What follows belongs to an exercise in optimizing a design on an open flow for small area and a short achievable clock period; a production flow would make more cautious choices. At most, simulation tests tie the RTL to the original design; equivalence was not proved. Power and IR drop assume default switching activity.

==> 01-04: inputs <==
==> flow/design.v <==
`default_nettype none
module glitch_filter #(
	parameter integer L = 4,
	parameter RST_VAL = 1'b1,
	parameter integer WITH_SYNCHRONIZER = 1,
	parameter integer WITH_SAMP_COND = 0,
	parameter integer WITH_EVT_COND = 0
)(
	input wire  in,
	input wire  samp_cond,	 
	input wire  evt_cond,	 
	output wire val,
	output reg  rise,
	output reg  fall,
	input  wire clk,
	input  wire rst
);
	wire [L-1:0] all_zero;
	wire [L-1:0] all_one;
	wire [L-1:0] all_rst;
	wire samp_cond_i = WITH_SAMP_COND ? samp_cond : 1'b1;
	wire evt_cond_i  = WITH_EVT_COND  ? evt_cond  : 1'b1;
	reg    [1:0] sync;
	reg          state;
	reg  [L-1:0] cnt;
	reg  [L-1:0] cnt_move;
	wire cnt_is_all_zero;
	wire cnt_is_all_one;
	assign all_zero = { L{1'b0} };
	assign all_one  = { L{1'b1} };
	assign all_rst  = { L{RST_VAL} };
	if (WITH_SYNCHRONIZER)
		always @(posedge clk)
			sync <= { sync[0], in };
	else
		always @(*)
			sync = { in, in };
	always @(*)
	begin
		cnt_move = all_zero;
		if (samp_cond_i & sync[1] & ~cnt_is_all_one)
			cnt_move = 1;
		else if (samp_cond_i & ~sync[1] & ~cnt_is_all_zero)
			cnt_move = -1;
	end
	always @(posedge clk)
		if (rst)
			cnt <= all_rst;
		else
			cnt <= cnt + cnt_move;
	assign cnt_is_all_zero = (cnt == all_zero);
	assign cnt_is_all_one  = (cnt == all_one);
	always @(posedge clk)
		if (rst)
			state <= RST_VAL;
		else begin
			if (state & cnt_is_all_zero)
				state <= 1'b0;
			else if (~state & cnt_is_all_one)
				state <= 1'b1;
			else
				state <= state;
		end
	assign val = state;
	always @(posedge clk)
	begin
		if (~evt_cond_i) begin
			rise <= 1'b0;
			fall <= 1'b0;
		end else begin
			rise <= ~state & cnt_is_all_one;
			fall <=  state & cnt_is_all_zero;
		end
	end
endmodule  
`default_nettype none
module uart_rx #(
	parameter integer DIV_WIDTH = 8,
	parameter integer GLITCH_FILTER = 2
)(
	input  wire rx,
	output wire [7:0] data,
	output reg  stb,
	input  wire [DIV_WIDTH-1:0] div,	 
	input  wire clk,
	input  wire rst
);
	wire rx_val;
	wire rx_fall;
	wire go, done, ce;
	reg  active;
	reg [DIV_WIDTH:0] div_cnt;
	reg [4:0] bit_cnt;
	reg [8:0] shift;
	generate
		if (GLITCH_FILTER > 0)
			glitch_filter #(
				.L(GLITCH_FILTER),
				.RST_VAL(1'b1),
				.WITH_SYNCHRONIZER(1)
			) gf_I (
				.in(rx),
				.val(rx_val),
				.rise(),
				.fall(rx_fall),
				.clk(clk),
				.rst(rst)
			);
		else begin
			reg [1:0] rx_sync;
			reg rx_fd;
			always @(posedge clk)
			begin
				rx_sync <= { rx_sync[0], rx };
				rx_fd   <= rx_sync[1] & ~rx_sync[0];
			end
			assign rx_fall = rx_fd;
			assign rx_val  = rx_sync[1];
		end
	endgenerate
	assign go = rx_fall & ~active;
	assign done = ce & bit_cnt[4];
	always @(posedge clk or posedge rst)
		if (rst)
			active <= 1'b0;
		else
			active <= (active & ~done) | go;
	always @(posedge clk)
		if (~active)
			div_cnt <= { 2'b00, div[DIV_WIDTH-1:1] } - 1;
		else if (div_cnt[DIV_WIDTH])
			div_cnt <= { 1'b0, div };
		else
			div_cnt <= div_cnt - 1;
	assign ce = div_cnt[DIV_WIDTH];
	always @(posedge clk)
		if (~active)
			bit_cnt <= 5'h08;
		else if (ce)
			bit_cnt <= bit_cnt - 1;
	always @(posedge clk)
		if (ce)
			shift <= { rx_val, shift[8:1] };
	assign data = shift[7:0];
	always @(posedge clk)
		stb <= ce & bit_cnt[4] & rx_val;
endmodule  
`default_nettype none
module uart_tx #(
	parameter integer DIV_WIDTH = 8
)(
	output wire tx,
	input  wire [7:0] data,
	input  wire valid,
	output reg  ack,
	input  wire [DIV_WIDTH-1:0] div,	 
	input  wire clk,
	input  wire rst
);
	wire go, done, ce;
	reg  active;
	reg [9:0] shift;
	reg [DIV_WIDTH:0] div_cnt;
	reg [4:0] bit_cnt;
	assign go = valid & ~active;
	assign done = ce & bit_cnt[4];
	always @(posedge clk or posedge rst)
		if (rst)
			active <= 1'b0;
		else
			active <= (active & ~done) | go;
	always @(posedge clk)
		if (~active | div_cnt[DIV_WIDTH])
			div_cnt <= { 1'b0, div };
		else
			div_cnt <= div_cnt - 1;
	assign ce = div_cnt[DIV_WIDTH];
	always @(posedge clk)
		if (~active)
			bit_cnt <= 5'h08;
		else if (ce)
			bit_cnt <= bit_cnt - 1;
	always @(posedge clk or posedge rst)
		if (rst)
			shift <= 10'h3ff;
		else if (go)
			shift <= { 1'b1, data, 1'b0 };
		else if (ce)
			shift <= { 1'b1, shift[9:1] };
	always @(posedge clk)
		ack <= go;
	assign tx = shift[0];
endmodule  
`default_nettype none
module ram_sdp #(
	parameter integer AWIDTH = 9,
	parameter integer DWIDTH = 8
)(
	input  wire [AWIDTH-1:0] wr_addr,
	input  wire [DWIDTH-1:0] wr_data,
	input  wire wr_ena,
	input  wire [AWIDTH-1:0] rd_addr,
	output reg  [DWIDTH-1:0] rd_data,
	input  wire rd_ena,
	input  wire clk
);
	(* no_rw_check *)
	reg [DWIDTH-1:0] ram [(1<<AWIDTH)-1:0];
	always @(posedge clk)
	begin
		if (rd_ena)
			rd_data <= ram[rd_addr];
		if (wr_ena)
			ram[wr_addr] <= wr_data;
	end
endmodule  
`default_nettype none
module fifo_sync_ram #(
	parameter integer DEPTH = 256,
	parameter integer WIDTH = 16
)(
	input  wire [WIDTH-1:0] wr_data,
	input  wire wr_ena,
	output wire wr_full,
	output wire [WIDTH-1:0] rd_data,
	input  wire rd_ena,
	output wire rd_empty,
	input  wire clk,
	input  wire rst
);
	localparam AWIDTH = $clog2(DEPTH);
	reg  [AWIDTH-1:0] ram_wr_addr;
	wire [ WIDTH-1:0] ram_wr_data;
	wire ram_wr_ena;
	reg  [AWIDTH-1:0] ram_rd_addr;
	wire [ WIDTH-1:0] ram_rd_data;
	wire ram_rd_ena;
	reg  [AWIDTH:0] level;
	(* keep="true" *) wire lvl_dec;
	(* keep="true" *) wire lvl_mov;
	wire lvl_empty;
	wire full_nxt;
	reg  full;
	reg  rd_valid;
	always @(posedge clk or posedge rst)
		if (rst)
			level <= {(AWIDTH+1){1'b1}};
		else
			level <= level + { {AWIDTH{lvl_dec}}, lvl_mov };
	assign lvl_dec = ram_rd_ena & ~ram_wr_ena;
	assign lvl_mov = ram_rd_ena ^  ram_wr_ena;
	assign lvl_empty = level[AWIDTH];
	assign full_nxt = level == { 1'b0, {(AWIDTH-2){1'b1}}, 2'b01 };
	always @(posedge clk or posedge rst)
		if (rst)
			full <= 1'b0;
		else
			full <= (full | (wr_ena & ~rd_ena & full_nxt)) & ~(rd_ena & ~wr_ena);
	assign wr_full = full;
	always @(posedge clk or posedge rst)
		if (rst)
			ram_wr_addr <= 0;
		else if (ram_wr_ena)
			ram_wr_addr <= ram_wr_addr + 1;
	assign ram_wr_data = wr_data;
	assign ram_wr_ena  = wr_ena;
	always @(posedge clk or posedge rst)
		if (rst)
			ram_rd_addr <= 0;
		else if (ram_rd_ena)
			ram_rd_addr <= ram_rd_addr + 1;
	assign ram_rd_ena = (rd_ena | ~rd_valid) & ~lvl_empty;
	always @(posedge clk or posedge rst)
		if (rst)
			rd_valid <= 1'b0;
		else if (rd_ena | ~rd_valid)
			rd_valid <= ~lvl_empty;
	assign rd_data = ram_rd_data;
	assign rd_empty = ~rd_valid;
	ram_sdp #(
		.AWIDTH(AWIDTH),
		.DWIDTH(WIDTH)
	) ram_I (
		.wr_addr(ram_wr_addr),
		.wr_data(ram_wr_data),
		.wr_ena(ram_wr_ena),
		.rd_addr(ram_rd_addr),
		.rd_data(ram_rd_data),
		.rd_ena(ram_rd_ena),
		.clk(clk)
	);
endmodule  
`default_nettype none
module uart_wb #(
	parameter integer DIV_WIDTH = 8,
	parameter integer DW = 16
)(
	output wire uart_tx,
	input  wire uart_rx,
	input  wire [1:0]    wb_addr,
	output wire [DW-1:0] wb_rdata,
	input  wire [DW-1:0] wb_wdata,
	input  wire          wb_we,
	input  wire          wb_cyc,
	output wire          wb_ack,
	input  wire clk,
	input  wire rst
);
	wire [ 7:0] urf_wdata;
	wire        urf_wren;
	wire        urf_full;
	wire [ 7:0] urf_rdata;
	wire        urf_rden;
	wire        urf_empty;
	reg         urf_overflow;
	wire        urf_overflow_clr;
	wire [ 7:0] utf_wdata;
	wire        utf_wren;
	wire        utf_full;
	wire [ 7:0] utf_rdata;
	wire        utf_rden;
	wire        utf_empty;
	wire [ 7:0] uart_tx_data;
	wire        uart_tx_valid;
	wire        uart_tx_ack;
	wire [ 7:0] uart_rx_data;
	wire        uart_rx_stb;
	reg  [DIV_WIDTH-1:0] uart_div;
	wire          ub_rdata_rst;
	reg  [DW-1:0] ub_rdata;
	reg           ub_rd_data;
	reg           ub_rd_ctrl;
	reg           ub_wr_data;
	reg           ub_wr_div;
	reg           ub_ack;
	uart_tx #(
		.DIV_WIDTH(DIV_WIDTH)
	) uart_tx_I (
		.data(uart_tx_data),
		.valid(uart_tx_valid),
		.ack(uart_tx_ack),
		.tx(uart_tx),
		.div(uart_div),
		.clk(clk),
		.rst(rst)
	);
	fifo_sync_ram #(
		.DEPTH(128),
		.WIDTH(8)
	) uart_tx_fifo_I (
		.wr_data(utf_wdata),
		.wr_ena(utf_wren),
		.wr_full(utf_full),
		.rd_data(utf_rdata),
		.rd_ena(utf_rden),
		.rd_empty(utf_empty),
		.clk(clk),
		.rst(rst)
	);
	assign uart_tx_data  =  utf_rdata;
	assign uart_tx_valid = ~utf_empty;
	assign utf_rden      =  uart_tx_ack;
	uart_rx #(
		.DIV_WIDTH(DIV_WIDTH),
		.GLITCH_FILTER(2)
	) uart_rx_I (
		.rx(uart_rx),
		.data(uart_rx_data),
		.stb(uart_rx_stb),
		.div(uart_div),
		.clk(clk),
		.rst(rst)
	);
	fifo_sync_ram #(
		.DEPTH(128),
		.WIDTH(8)
	) uart_rx_fifo_I (
		.wr_data(urf_wdata),
		.wr_ena(urf_wren),
		.wr_full(urf_full),
		.rd_data(urf_rdata),
		.rd_ena(urf_rden),
		.rd_empty(urf_empty),
		.clk(clk),
		.rst(rst)
	);
	assign urf_wdata = uart_rx_data;
	assign urf_wren  = uart_rx_stb & ~urf_full;
	always @(posedge clk or posedge rst)
		if (rst)
			urf_overflow <= 1'b0;
		else
			urf_overflow <= (urf_overflow & ~urf_overflow_clr) | (uart_rx_stb & urf_full);
	always @(posedge clk)
		if (ub_ack) begin
			ub_rd_data <= 1'b0;
			ub_rd_ctrl <= 1'b0;
			ub_wr_data <= 1'b0;
			ub_wr_div  <= 1'b0;
		end else begin
			ub_rd_data <= ~wb_we & wb_cyc & (wb_addr == 2'b00);
			ub_rd_ctrl <= ~wb_we & wb_cyc & (wb_addr == 2'b01);
			ub_wr_data <=  wb_we & wb_cyc & (wb_addr == 2'b00) & ~utf_full;
			ub_wr_div  <=  wb_we & wb_cyc & (wb_addr == 2'b01);
		end
	always @(posedge clk)
		if (ub_ack)
			ub_ack <= 1'b0;
		else
			ub_ack <= wb_cyc & (~wb_we | (wb_addr == 2'b01) | ~utf_full);
	assign ub_rdata_rst = ub_ack | wb_we | ~wb_cyc;
	always @(posedge clk)
		if (ub_rdata_rst)
			ub_rdata <= { DW{1'b0} };
		else
			ub_rdata <= wb_addr[0] ?
				{ urf_empty, urf_overflow, utf_empty, utf_full, { (DW-DIV_WIDTH-4){1'b0} }, uart_div } :
				{ urf_empty, { (DW-9){1'b0} }, urf_rdata };
	always @(posedge clk)
		if (ub_wr_div)
			uart_div <= wb_wdata[DIV_WIDTH-1:0];
	assign utf_wdata = wb_wdata[7:0];
	assign utf_wren  = ub_wr_data;
	assign urf_rden  = ub_rd_data & ~ub_rdata[DW-1];
	assign urf_overflow_clr = ub_rd_ctrl & ub_rdata[DW-2];
	assign wb_rdata = ub_rdata;
	assign wb_ack = ub_ack;
endmodule  
==> flow/run.sh <==
#!/bin/bash
# synth_recipe.tcl (not shown) runs the flow's synth.tcl, then flattens the netlist and writes it again
# the make line also repeats each setting of config.mk as NAME=value (left out here)
make -C /OpenROAD-flow-scripts/flow DESIGN_CONFIG=/design/flow/config.mk WORK_HOME=/design/flow/orfs CLKGATE_MAP_FILE= SYNTH_SCRIPT=/design/flow/synth_recipe.tcl finish
==> flow/config.mk <==
export PLATFORM = sky130hd
export DESIGN_NAME = uart_wb
export DESIGN_NICKNAME = uart_wb
export VERILOG_FILES = /design/flow/design.v
export SDC_FILE = /design/flow/constraint.sdc
export NUM_CORES = 4
export LEC_CHECK = 0
export CAP_MARGIN = 20
export CORE_MARGIN = 2
export CORE_UTILIZATION = 40
export SLEW_MARGIN = 20
==> flow/constraint.sdc <==
create_clock -name core_clock -period 4.0 [get_ports {clk}]
set_input_delay 0.8000 -clock core_clock [delete_from_list [all_inputs] [get_ports {clk}]]
set_output_delay 0.8000 -clock core_clock [all_outputs]
set_load 0.01 [all_outputs]
==> inputs of 10-18, as changes to 01-04 <==
--- a/flow/design.v
+++ b/flow/design.v
@@ -83,2 +83,3 @@
 	output reg  stb,
+	output wire stb_nxt,	 
 	input  wire [DIV_WIDTH-1:0] div,	 
@@ -144,4 +145,5 @@
 	assign data = shift[7:0];
+	assign stb_nxt = ce & bit_cnt[4] & rx_val;
 	always @(posedge clk)
-		stb <= ce & bit_cnt[4] & rx_val;
+		stb <= stb_nxt;
 endmodule  
@@ -155,2 +157,3 @@
 	output reg  ack,
+	output wire ack_nxt,	 
 	input  wire [DIV_WIDTH-1:0] div,	 
@@ -191,3 +194,12 @@
 		ack <= go;
-	assign tx = shift[0];
+	assign ack_nxt = go;
+	reg tx_q;
+	always @(posedge clk)
+		if (rst)
+			tx_q <= 1'b1;
+		else if (go)
+			tx_q <= 1'b0;
+		else if (ce)
+			tx_q <= shift[1];
+	assign tx = tx_q;
 endmodule  
@@ -195,21 +207,71 @@
 module ram_sdp #(
-	parameter integer AWIDTH = 9,
-	parameter integer DWIDTH = 8
+	parameter integer AWIDTH = 7,
+	parameter integer DWIDTH = 8,
+	parameter integer LWIDTH = 5
 )(
-	input  wire [AWIDTH-1:0] wr_addr,
 	input  wire [DWIDTH-1:0] wr_data,
 	input  wire wr_ena,
-	input  wire [AWIDTH-1:0] rd_addr,
+	input  wire wr_keep,	 
 	output reg  [DWIDTH-1:0] rd_data,
-	input  wire rd_ena,
-	input  wire clk
+	input  wire rd_ena_nxt,
+	input  wire clk,
+	input  wire rst
 );
-	(* no_rw_check *)
-	reg [DWIDTH-1:0] ram [(1<<AWIDTH)-1:0];
+	localparam integer N  = 1 << AWIDTH;
+	localparam integer NL = 1 << LWIDTH;
+	localparam integer NG = N / NL;
+	reg  [7:0] wr_l;
+	reg  [N/8-1:0] wr_h;
+	reg  [NL-1:0] rd_l_nxt;		 
+	reg  [NG-1:0] rd_h_nxt;		 
+	reg  [NG-1:0] rd_h;			 
+	reg  [N*DWIDTH-1:0]  store;
+	reg  [NG*DWIDTH-1:0] grp;
+	always @(posedge clk or posedge rst)
+		if (rst) begin
+			wr_l <= 1;
+			wr_h <= 1;
+		end else if (wr_ena) begin
+			wr_l <= { wr_l[6:0], wr_l[7] };
+			if (wr_l[7])
+				wr_h <= { wr_h[N/8-2:0], wr_h[N/8-1] };
+		end
+	genvar r;
+	generate
+		for (r=0; r<N; r=r+1) begin
+			wire row_ld   =  wr_ena  &  wr_l[r % 8] & wr_h[r / 8];
+			wire row_keep =  wr_keep | ~wr_l[r % 8] | ~wr_h[r / 8];
+			always @(posedge clk)
+				store[r*DWIDTH+:DWIDTH] <=
+					({DWIDTH{row_ld}}   & wr_data) |
+					({DWIDTH{row_keep}} & store[r*DWIDTH+:DWIDTH]);
+		end
+	endgenerate
+	always @(posedge clk or posedge rst)
+		if (rst) begin
+			rd_l_nxt <= 1;
+			rd_h_nxt <= 1;
+			rd_h     <= 1;
+		end else begin
+			if (rd_ena_nxt) begin
+				rd_l_nxt <= { rd_l_nxt[NL-2:0], rd_l_nxt[NL-1] };
+				if (rd_l_nxt[NL-1])
+					rd_h_nxt <= { rd_h_nxt[NG-2:0], rd_h_nxt[NG-1] };
+			end
+			rd_h <= rd_h_nxt;
+		end
+	integer g, i;
+	reg [DWIDTH-1:0] sel;
 	always @(posedge clk)
+		for (g=0; g<NG; g=g+1) begin
+			sel = 0;
+			for (i=0; i<NL; i=i+1)
+				sel = sel | ({DWIDTH{rd_l_nxt[i]}} & store[(g*NL+i)*DWIDTH+:DWIDTH]);
+			grp[g*DWIDTH+:DWIDTH] <= sel;
+		end
+	always @(*)
 	begin
-		if (rd_ena)
-			rd_data <= ram[rd_addr];
-		if (wr_ena)
-			ram[wr_addr] <= wr_data;
+		rd_data = 0;
+		for (g=0; g<NG; g=g+1)
+			rd_data = rd_data | ({DWIDTH{rd_h[g]}} & grp[g*DWIDTH+:DWIDTH]);
 	end
@@ -223,5 +285,8 @@
 	input  wire wr_ena,
+	input  wire wr_keep,	 
 	output wire wr_full,
+	output wire wr_full_nxt,	 
 	output wire [WIDTH-1:0] rd_data,
 	input  wire rd_ena,
+	input  wire rd_ena_nxt,
 	output wire rd_empty,
@@ -231,15 +296,19 @@
 	localparam AWIDTH = $clog2(DEPTH);
-	reg  [AWIDTH-1:0] ram_wr_addr;
-	wire [ WIDTH-1:0] ram_wr_data;
-	wire ram_wr_ena;
-	reg  [AWIDTH-1:0] ram_rd_addr;
-	wire [ WIDTH-1:0] ram_rd_data;
-	wire ram_rd_ena;
 	reg  [AWIDTH:0] level;
-	(* keep="true" *) wire lvl_dec;
-	(* keep="true" *) wire lvl_mov;
+	wire lvl_dec;
+	wire lvl_mov;
 	wire lvl_empty;
+	wire lvl_rd;
 	wire full_nxt;
+	wire full_d;
 	reg  full;
 	reg  rd_valid;
+	reg [AWIDTH:0] level_inc;
+	reg [AWIDTH:0] level_dec;
+	integer k;
+	always @(*)
+		for (k=0; k<=AWIDTH; k=k+1) begin
+			level_inc[k] = level[k] ^ ((level & ((1 << k) - 1)) == ((1 << k) - 1));
+			level_dec[k] = level[k] ^ ((level & ((1 << k) - 1)) == 0);
+		end
 	always @(posedge clk or posedge rst)
@@ -247,6 +316,7 @@
 			level <= {(AWIDTH+1){1'b1}};
-		else
-			level <= level + { {AWIDTH{lvl_dec}}, lvl_mov };
-	assign lvl_dec = ram_rd_ena & ~ram_wr_ena;
-	assign lvl_mov = ram_rd_ena ^  ram_wr_ena;
+		else if (lvl_mov)
+			level <= lvl_dec ? level_dec : level_inc;
+	assign lvl_rd  = (rd_ena | ~rd_valid) & ~lvl_empty;
+	assign lvl_dec = lvl_rd & ~wr_ena;
+	assign lvl_mov = lvl_rd ^  wr_ena;
 	assign lvl_empty = level[AWIDTH];
@@ -257,17 +327,6 @@
 		else
-			full <= (full | (wr_ena & ~rd_ena & full_nxt)) & ~(rd_ena & ~wr_ena);
+			full <= full_d;
+	assign full_d = (full | (wr_ena & ~rd_ena & full_nxt)) & ~(rd_ena & ~wr_ena);
 	assign wr_full = full;
-	always @(posedge clk or posedge rst)
-		if (rst)
-			ram_wr_addr <= 0;
-		else if (ram_wr_ena)
-			ram_wr_addr <= ram_wr_addr + 1;
-	assign ram_wr_data = wr_data;
-	assign ram_wr_ena  = wr_ena;
-	always @(posedge clk or posedge rst)
-		if (rst)
-			ram_rd_addr <= 0;
-		else if (ram_rd_ena)
-			ram_rd_addr <= ram_rd_addr + 1;
-	assign ram_rd_ena = (rd_ena | ~rd_valid) & ~lvl_empty;
+	assign wr_full_nxt = full_d;
 	always @(posedge clk or posedge rst)
@@ -277,3 +336,2 @@
 			rd_valid <= ~lvl_empty;
-	assign rd_data = ram_rd_data;
 	assign rd_empty = ~rd_valid;
@@ -283,9 +341,9 @@
 	) ram_I (
-		.wr_addr(ram_wr_addr),
-		.wr_data(ram_wr_data),
-		.wr_ena(ram_wr_ena),
-		.rd_addr(ram_rd_addr),
-		.rd_data(ram_rd_data),
-		.rd_ena(ram_rd_ena),
-		.clk(clk)
+		.wr_data(wr_data),
+		.wr_ena(wr_ena),
+		.wr_keep(wr_keep),
+		.rd_data(rd_data),
+		.rd_ena_nxt(rd_ena_nxt),
+		.clk(clk),
+		.rst(rst)
 	);
@@ -311,4 +369,7 @@
 	wire        urf_full;
+	wire        urf_full_nxt;
+	wire        urf_wkeep;
 	wire [ 7:0] urf_rdata;
 	wire        urf_rden;
+	wire        urf_rden_nxt;
 	wire        urf_empty;
@@ -319,4 +380,6 @@
 	wire        utf_full;
+	wire        utf_wkeep;
 	wire [ 7:0] utf_rdata;
 	wire        utf_rden;
+	wire        utf_rden_nxt;
 	wire        utf_empty;
@@ -325,4 +388,6 @@
 	wire        uart_tx_ack;
+	wire        uart_tx_ack_nxt;
 	wire [ 7:0] uart_rx_data;
 	wire        uart_rx_stb;
+	wire        uart_rx_stb_nxt;
 	reg  [DIV_WIDTH-1:0] uart_div;
@@ -341,2 +406,3 @@
 		.ack(uart_tx_ack),
+		.ack_nxt(uart_tx_ack_nxt),
 		.tx(uart_tx),
@@ -352,5 +418,8 @@
 		.wr_ena(utf_wren),
+		.wr_keep(utf_wkeep),
 		.wr_full(utf_full),
+		.wr_full_nxt(),
 		.rd_data(utf_rdata),
 		.rd_ena(utf_rden),
+		.rd_ena_nxt(utf_rden_nxt),
 		.rd_empty(utf_empty),
@@ -362,2 +431,3 @@
 	assign utf_rden      =  uart_tx_ack;
+	assign utf_rden_nxt  =  uart_tx_ack_nxt;
 	uart_rx #(
@@ -369,2 +439,3 @@
 		.stb(uart_rx_stb),
+		.stb_nxt(uart_rx_stb_nxt),
 		.div(uart_div),
@@ -379,5 +450,8 @@
 		.wr_ena(urf_wren),
+		.wr_keep(urf_wkeep),
 		.wr_full(urf_full),
+		.wr_full_nxt(urf_full_nxt),
 		.rd_data(urf_rdata),
 		.rd_ena(urf_rden),
+		.rd_ena_nxt(urf_rden_nxt),
 		.rd_empty(urf_empty),
@@ -387,3 +461,14 @@
 	assign urf_wdata = uart_rx_data;
-	assign urf_wren  = uart_rx_stb & ~urf_full;
+	reg urf_wren_r;
+	reg urf_wkeep_r;
+	always @(posedge clk or posedge rst)
+		if (rst) begin
+			urf_wren_r  <= 1'b0;
+			urf_wkeep_r <= 1'b1;
+		end else begin
+			urf_wren_r  <=  (uart_rx_stb_nxt & ~urf_full_nxt);
+			urf_wkeep_r <= ~(uart_rx_stb_nxt & ~urf_full_nxt);
+		end
+	assign urf_wren  = urf_wren_r;
+	assign urf_wkeep = urf_wkeep_r;
 	always @(posedge clk or posedge rst)
@@ -405,2 +490,9 @@
 		end
+	reg ub_wr_keep;
+	always @(posedge clk)
+		if (ub_ack)
+			ub_wr_keep <= 1'b1;
+		else
+			ub_wr_keep <= ~(wb_we & wb_cyc & (wb_addr == 2'b00) & ~utf_full);
+	assign utf_wkeep = ub_wr_keep;
 	always @(posedge clk)
@@ -423,3 +515,7 @@
 	assign utf_wren  = ub_wr_data;
-	assign urf_rden  = ub_rd_data & ~ub_rdata[DW-1];
+	reg urf_rden_r;
+	always @(posedge clk)
+		urf_rden_r <= urf_rden_nxt;
+	assign urf_rden  = urf_rden_r;
+	assign urf_rden_nxt = ~ub_ack & ~wb_we & wb_cyc & (wb_addr == 2'b00) & ~urf_empty;
 	assign urf_overflow_clr = ub_rd_ctrl & ub_rdata[DW-2];
CTS_CLUSTER_DIAMETER = 80   (was default)
CTS_CLUSTER_SIZE = 20   (was default)
SETUP_SLACK_MARGIN = 1.9   (was default)
==> inputs of 02-27, as changes to 01-04 <==
--- a/flow/design.v
+++ b/flow/design.v
@@ -198,3 +198,3 @@
 )(
-	input  wire [AWIDTH-1:0] wr_addr,
+	output reg  [AWIDTH-1:0] wr_addr,
 	input  wire [DWIDTH-1:0] wr_data,
@@ -202,15 +202,16 @@
 	input  wire [AWIDTH-1:0] rd_addr,
-	output reg  [DWIDTH-1:0] rd_data,
-	input  wire rd_ena,
-	input  wire clk
+	output wire [DWIDTH-1:0] rd_data,
+	input  wire clk,
+	input  wire rst
 );
-	(* no_rw_check *)
 	reg [DWIDTH-1:0] ram [(1<<AWIDTH)-1:0];
+	always @(posedge clk or posedge rst)
+		if (rst)
+			wr_addr <= 0;
+		else if (wr_ena)
+			wr_addr <= wr_addr + 1;
 	always @(posedge clk)
-	begin
-		if (rd_ena)
-			rd_data <= ram[rd_addr];
 		if (wr_ena)
 			ram[wr_addr] <= wr_data;
-	end
+	assign rd_data = ram[rd_addr];
 endmodule  
@@ -219,3 +220,4 @@
 	parameter integer DEPTH = 256,
-	parameter integer WIDTH = 16
+	parameter integer WIDTH = 16,
+	parameter integer WR_REG = 0
 )(
@@ -231,3 +233,3 @@
 	localparam AWIDTH = $clog2(DEPTH);
-	reg  [AWIDTH-1:0] ram_wr_addr;
+	wire [AWIDTH-1:0] ram_wr_addr;
 	wire [ WIDTH-1:0] ram_wr_data;
@@ -235,8 +237,7 @@
 	reg  [AWIDTH-1:0] ram_rd_addr;
-	wire [ WIDTH-1:0] ram_rd_data;
-	wire ram_rd_ena;
 	reg  [AWIDTH:0] level;
-	(* keep="true" *) wire lvl_dec;
-	(* keep="true" *) wire lvl_mov;
+	wire lvl_dec;
+	wire lvl_mov;
 	wire lvl_empty;
+	wire lvl_rd;
 	wire full_nxt;
@@ -249,4 +250,5 @@
 			level <= level + { {AWIDTH{lvl_dec}}, lvl_mov };
-	assign lvl_dec = ram_rd_ena & ~ram_wr_ena;
-	assign lvl_mov = ram_rd_ena ^  ram_wr_ena;
+	assign lvl_rd  = (rd_ena | ~rd_valid) & ~lvl_empty;
+	assign lvl_dec = lvl_rd & ~wr_ena;
+	assign lvl_mov = lvl_rd ^  wr_ena;
 	assign lvl_empty = level[AWIDTH];
@@ -261,15 +263,2 @@
 		if (rst)
-			ram_wr_addr <= 0;
-		else if (ram_wr_ena)
-			ram_wr_addr <= ram_wr_addr + 1;
-	assign ram_wr_data = wr_data;
-	assign ram_wr_ena  = wr_ena;
-	always @(posedge clk or posedge rst)
-		if (rst)
-			ram_rd_addr <= 0;
-		else if (ram_rd_ena)
-			ram_rd_addr <= ram_rd_addr + 1;
-	assign ram_rd_ena = (rd_ena | ~rd_valid) & ~lvl_empty;
-	always @(posedge clk or posedge rst)
-		if (rst)
 			rd_valid <= 1'b0;
@@ -277,4 +266,26 @@
 			rd_valid <= ~lvl_empty;
-	assign rd_data = ram_rd_data;
 	assign rd_empty = ~rd_valid;
+	generate
+		if (WR_REG) begin
+			reg              wr_ena_r;
+			reg  [WIDTH-1:0] wr_data_r;
+			always @(posedge clk or posedge rst)
+				if (rst)
+					wr_ena_r <= 1'b0;
+				else
+					wr_ena_r <= wr_ena;
+			always @(posedge clk)
+				wr_data_r <= wr_data;
+			assign ram_wr_ena  = wr_ena_r;
+			assign ram_wr_data = wr_data_r;
+		end else begin
+			assign ram_wr_ena  = wr_ena;
+			assign ram_wr_data = wr_data;
+		end
+	endgenerate
+	always @(posedge clk or posedge rst)
+		if (rst)
+			ram_rd_addr <= 0;
+		else if (rd_ena)
+			ram_rd_addr <= ram_rd_addr + 1;
 	ram_sdp #(
@@ -287,5 +298,5 @@
 		.rd_addr(ram_rd_addr),
-		.rd_data(ram_rd_data),
-		.rd_ena(ram_rd_ena),
-		.clk(clk)
+		.rd_data(rd_data),
+		.clk(clk),
+		.rst(rst)
 	);
@@ -348,3 +359,4 @@
 		.DEPTH(128),
-		.WIDTH(8)
+		.WIDTH(8),
+		.WR_REG(1)
 	) uart_tx_fifo_I (
==> impl_metrics.csv <==
group,metric,value,unit
finish,drive_gt1_share,21.92,%
finish,reg_top3,"uart_rx_fifo_I.ram_I.ram (1024), uart_tx_fifo_I.ram_I.ram (1024), ub_rdata (12)",
pwr,p_sw_share,27.77,%
synthesis,synth.area.top_cells,"edfxtp_1, mux4_2, mux2i_1",
clocking,cts_sinks,2194,
placement,place.gp.congestion,0.8423,
setup_path,r2r_setup_slack,0.51,ns
outcome,status,"complete, no violations",
worst_hold_path,min_from,"uart_rx_I.genblk1.gf_I.sync[0]$_DFF_P_",
(the above is from 01-04)
==> impl_metrics.csv <==
group,metric,value,unit
outcome,status,"complete, no violations",
finish,drive_gt1_share,21.41,%
finish,reg_top3,"uart_rx_fifo_I.ram_I.ram (1024), uart_tx_fifo_I.ram_I.ram (1024), ub_rdata (12)",
setup_path,r2r_setup_slack,0.64,ns
floorplan,coreArea,0.2125,sq mm
synthesis,synth.area.top_cells,"edfxtp_1, mux4_2, mux2i_1",
finish,nFlopsAndLatches,2187,
synthesis,synthMuxAreaShare,14.76,%
clocking,cts_sinks,2187,
synthesis,synth_compound_area_share,3.301,%
global_routing,grt_pass1_vias,42110,
(the above is from 02-27)
==> impl_metrics.csv <==
group,metric,value,unit
outcome,status,"complete, no violations",
setup_path,r2r_setup_slack,1.76,ns
finish,clockBufferCount,184,
finish,drive_gt1_share,12.99,%
pwr,p_sw_share,22.34,%
setup_path,worstPathRequired,4.74,ns
synthesis,synthMuxAreaShare,0.7697,%
finish,reg_top3,"uart_rx_fifo_I.ram_I.store (1024), uart_tx_fifo_I.ram_I.store (1024)",
finish,nFlopsAndLatches,2345,
placement,place.gp.congestion,0.9835,
(the above is from 10-18)
No functional check of the RTL was part of 02-27.

==> port drivers added, routing unchanged <==
How much do the figures lean on ideal ports? The routed layouts below were timed once more, with nothing changed but the port constraints.
Step 1 sets driving cells, clkbuf_16 on the clock port and buf_2 on the other inputs (assumed; they add their load-dependent delay and slew).
Step 2 also shifts input and output timing later by t, the mid clock arrival at the registers, as if the neighbouring blocks saw the same clock.
Slacks: no drivers / after step 1 / after step 2; pairs: no drivers / after step 1.
run | t, ns | setup slack, ns | worst setup path after step 2 | clock arrival spread, ns
01-04 | 0.901 | 0.511 / 0.511 / 0.511 | register to register | 0.030 / 0.029
10-18 | 0.924 | 1.756 / 1.696 / 0.971 | input to register | 0.033 / 0.032
02-27 | 0.915 | 0.642 / 0.642 / 0.642 | register to register | 0.094 / 0.094
After both steps setup and hold are still met in every run listed. For 10-18, which loses most, drivers alone change the setup slack by -0.060 ns; drivers and shift together by -0.785 ns.
